Source: an optimization exercise on an open RTL-to-GDS flow (aim: small area). Production flows keep margins and buffers that such runs may drop.
Only simulation tests tie the RTL to the original design; equivalence was not proved.
Power is estimated from default activity; no workload was simulated.

==> inputs of run a <==
// UartCore
module UartCore(
    input   clk,
    input   rst,
        input  [3:0]    AddrBus_i,
        input           n_ChipSelect_i,
        input           n_rd_i,
        input           n_we_i,
        input  [7:0]    DataBus_i,
        output [7:0]    DataBus_o,
        output          p_IrqSig_o,
        input           Rx_i,
        output          Tx_o
    );
clock: 10.0 ns
lec_check: 0
cap_margin: 20
core_margin: 2
core_utilization: 50
cts_cluster_diameter: 80
cts_cluster_size: 24
slew_margin: 20
synth_hierarchical: 1
standard.sh (not shown) runs the stock make flow with config.mk's settings and CLKGATE_MAP_FILE= SYNTH_SCRIPT=/design/flow/synth_recipe.tcl, a recipe that flattens the netlist after the stock synthesis.
==> flow/flow/run.sh <==
#!/bin/bash
# Layout flow: the standard flow (standard.sh) unchanged except for clock
# tree synthesis, which clusters the register clock pins in groups of at most
# 24 within 80 um (as config.mk also says) and inserts no dummy loads.
# The make output of the whole flow goes to standard_flow.log here; each
# ORFS step keeps its own log under orfs/logs/.
set -euo pipefail
cd "$(dirname "$0")/.."
export CTS_ARGS="-sink_clustering_enable -repair_clock_nets -sink_clustering_size 24 -sink_clustering_max_diameter 80 -dont_use_dummy_load"
bash standard.sh > standard_flow.log 2>&1
==> run b (differences from run a) <==
==> flow/run.sh (new file) <==
#!/bin/bash
# synth_recipe.tcl (not shown) runs the flow's synth.tcl, then flattens the netlist and writes it again
# the make line also repeats each setting of config.mk as NAME=value (left out here)
make -C /OpenROAD-flow-scripts/flow DESIGN_CONFIG=/design/flow/config.mk WORK_HOME=/design/flow/orfs CLKGATE_MAP_FILE= SYNTH_SCRIPT=/design/flow/synth_recipe.tcl finish
--- a/flow/config.mk
+++ b/flow/config.mk
@@ -9,3 +9,3 @@
 export CORE_MARGIN = 2
-export CORE_UTILIZATION = 50
+export CORE_UTILIZATION = 70
 export CTS_CLUSTER_DIAMETER = 80
removed: flow/flow/run.sh
removed: flow/standard.sh
==> results.sh <==
export IMPL_grt_use_met3_pct=5.57
export IMPL_tightest_slew_ps=1140
export IMPL_dr_pass1_iters=15
export IMPL_place_area_um2=91000
export IMPL_globalRouteTotalUtil_pct=32.1
export IMPL_grt_max_degree=201
export IMPL_clockNetworkAreaShare_pct=3.31
export IMPL_p_int_mw=13.9
export IMPL_clk_pin_slew_ps=100
export IMPL_slowest_stage="nor2_2"
export IMPL_status="finished clean"
export IMPL_nNonClkBuffers=84
export IMPL_cts_buffers=111
export IMPL_clk_insertion_delay_late_ps=780
export IMPL_min_from="shift_ParityErr_r1[0]$_DFF_PN0_"
export IMPL_wl_met2_mm=95.6
export IMPL_multi_input_area_um2=17400
export IMPL_critPathMaxStageDelay_ps=620
export IMPL_layout_cells_non_filler=6773
That was run b.
==> results.sh <==
export IMPL_slowest_stage="nor2_1"
export IMPL_min_from="fifo[0].nearfull_r$_DFF_PN0_"
export IMPL_globalRouteTotalUtil_pct=23.9
export IMPL_p_int_mw=13.9
export IMPL_grt_use_met3_pct=3.33
export IMPL_clk_insertion_delay_late_ps=810
export IMPL_cts_buffers=119
export IMPL_grt_max_degree=212
export IMPL_nNonClkBuffers=97
export IMPL_wl_met2_mm=104
export IMPL_tightest_slew_ps=1210
export IMPL_critPathMaxStageDelay_ps=800
export IMPL_status="finished clean"
export IMPL_clk_pin_slew_ps=90
export IMPL_layout_cells_non_filler=7432
export IMPL_place_area_um2=91900
export IMPL_dr_pass1_iters=9
export IMPL_largest_reg_flops=2032
That was run a.

---

==> run M: inputs <==
Another version of the RTL of UartCore (not shown whole).
// UartCore
module UartCore(
    input   clk,
    input   rst,
        input  [3:0]    AddrBus_i,
        input           n_ChipSelect_i,
        input           n_rd_i,
        input           n_we_i,
        input  [7:0]    DataBus_i,
        output [7:0]    DataBus_o,
        output          p_IrqSig_o,
        input           Rx_i,
        output          Tx_o
    );
    reg [2:0]   shift_rd_r1;
    reg [7:2]   UartControl_r1;              
    reg         p_RxRst_r1;
    reg         p_TxRst_r1;
    reg [7:0]   UartMode_r1;
    reg [15:0]  BaudGenerator_r1;
    reg [7:0]   BitCompensateMethod_r1;
    reg [15:0]  InterruptMask_r1;
    reg [15:0]  RxTrigLevel_r1;
    reg [15:0]  TxTrigLevel_r1;
    reg [15:0]  ReceiveTimeOutLvl_r1;
    reg [12:0]  InterruptState_r1;           
    reg [2:0]   TxFIFO_We_r1;
    reg [7:0]   DataBus_r1;
    reg [6:0]   BytesNumberInRxFifo_r1;
    reg [6:0]   BytesNumberInTxFifo_r1;
    reg [2:0]   shift_TOVR_r1;
    reg [2:0]   shift_TNFUL_r1;
    reg [2:0]   shift_TTRIG_r1;
    reg [2:0]   shift_TIMEOUT_r1;
    reg [2:0]   shift_TFUL_r1;
    reg [2:0]   shift_ParityErr_r1;
    reg [2:0]   shift_FrameErr_r1;
    reg [2:0]   shift_ROVR_r1;
    reg [2:0]   shift_TEMPTY_r1;
    reg [2:0]   shift_RFULL_r1;
    reg [2:0]   shift_REMPTY_r1;
    reg [2:0]   shift_RTRIG_r1;
    wire [1:0]  fifo_empty_w;
    wire [1:0]  fifo_full_w;
    wire [1:0]  fifo_nearfull_w;
    wire [1:0]  fifo_over_w;
    wire [6:0]  fifo_bytes_w [0:1];
    wire [7:0]  fifo_data_w  [0:1];
    wire [1:0]  fifo_n_we_w;
    wire [1:0]  fifo_n_re_w;
    wire [1:0]  fifo_n_clr_w;
    wire [7:0]  fifo_din_w   [0:1];
    wire        rx_parity_err_w;
    wire        rx_frame_err_w;
  ...
make LEC_CHECK=0 CAP_MARGIN=20 CORE_MARGIN=2 CORE_UTILIZATION=65 CTS_CLUSTER_DIAMETER=80 CTS_CLUSTER_SIZE=24 SLEW_MARGIN=20 SYNTH_HIERARCHICAL=1 finish   # period 10.0 ns
run.sh (not shown) runs the stock make flow with config.mk's settings and CLKGATE_MAP_FILE= SYNTH_SCRIPT=/design/flow/synth_recipe.tcl, a recipe that flattens the netlist after the stock synthesis.
Stock flow here: none of the scripts above is used.
==> inputs of run Y, as changes to run M <==
CORE_UTILIZATION = 40   (was 65)
==> run notes <==
- Run M completed without violations. Run Y passed the timing, design-rule and antenna checks.
- Combinational power is about the same in run Y and run M.
- Against run M, the cell count of run Y is larger by about 17%.
- Utilization: run M is higher than run Y (26 points).
- Clock power: run M is lower than run Y (4.0%).
- In run M the total power is lower than in run Y, by 1.2%.
- Register-to-register slack is about the same in run M and run Y.
- Cell area: run Y is higher than run M (about 1.8%).
- Synthesized area is the same in run M and run Y.
- Between run Y and run M, the lower hold slack is in run Y (gap 0.0082 ns).
- Global-route usage: run M is higher than run Y (12 points).
==> figures <==
| quantity | run Y | run M |
|---|---|---|
| Power Internal | 14070 uW | 13980 uW |
| Fraction of met2 tracks used by global routing | 29.63% | 45.23% |
| Static Leakage | 0.02613 uW | 0.02604 uW |
| Average wire length per cell after detail routing | 26.88 um | 30.89 um |
| Final-layout non-clock buffer area share | 0.8757% | 0.8782% |
| VDD IR-drop max | 0.0001731 V | 0.0001929 V |
| Status | finished clean | finished clean |
| Reg-to-reg critical path startpoint | fifo[0].cnt_r[0]$_DFF_PN0_ | UartControl_r1[2]$_DFFE_PN0P_ |
| Area of the die | 0.2256 mm^2 | 0.1395 mm^2 |
| Cell count after placement | 8049 | 6866 |
| Slack of the worst reg-to-reg path | 5.37 ns | 5.36 ns |
| Multi-input gate share of the layout cell area | 18.44% | 18.75% |
| GRT met3 Usage | 2.527% | 5.661% |
| Worst-case hold path end point | shift_TFUL_r1[2]$_DFF_PN0_ | shift_ParityErr_r1[1]$_DFF_PN0_ |
| Placed Instance Area | 0.09310 mm^2 | 0.09159 mm^2 |
| Clock Skew | 0.09252 ns | 0.05017 ns |
| Starting Density | 40.30% | 65.49% |
| First-pass GRT wire length | 323700 um | 318800 um |
| Shortest clock period the worst path allows after layout | 5.406 ns | 5.428 ns |
| Post-route cell area | 0.09673 mm^2 | 0.09503 mm^2 |
| Maximum cell stage delay along the critical path | 0.81 ns | 0.77 ns |

[separate check: timing with driven ports]
In the flow no input, the clock included, has a driving cell. The finished layouts below were timed again as built, in two steps. Step 1: set_driving_cell puts a clkbuf_16 on clk and a buf_2 on each other input, an assumption about the parent block. Step 2 times the ports against the registers' clock, not the clock port: input delays grow and output delays shrink by t, the midpoint of the rising clock arrivals with the driver on. Slacks: ideal / step 1 / step 2; pairs: ideal / step 1.
run | shift t [ns] | setup WS [ns] | worst register clock-pin slew, ns | worst data-port slew with drivers (ns) | cell pins on the clock port's net
run a | 0.838 | 4.480 / 4.540 / 3.703 | 0.10 / 0.10 | 0.13 | 1
run b | 0.843 | 4.703 / 4.765 / 3.922 | 0.11 / 0.11 | 0.06 | 1
run M | 0.820 | 4.572 / 4.627 / 3.807 | 0.10 / 0.10 | 0.05 | 1
run Y | 0.869 | 4.594 / 4.652 / 3.783 | 0.10 / 0.10 | 0.09 | 1
After both steps setup and hold are still met in every run listed. The setup slack of run Y, which loses most, moves by +0.058 ns with the drivers and by -0.811 ns with both steps.
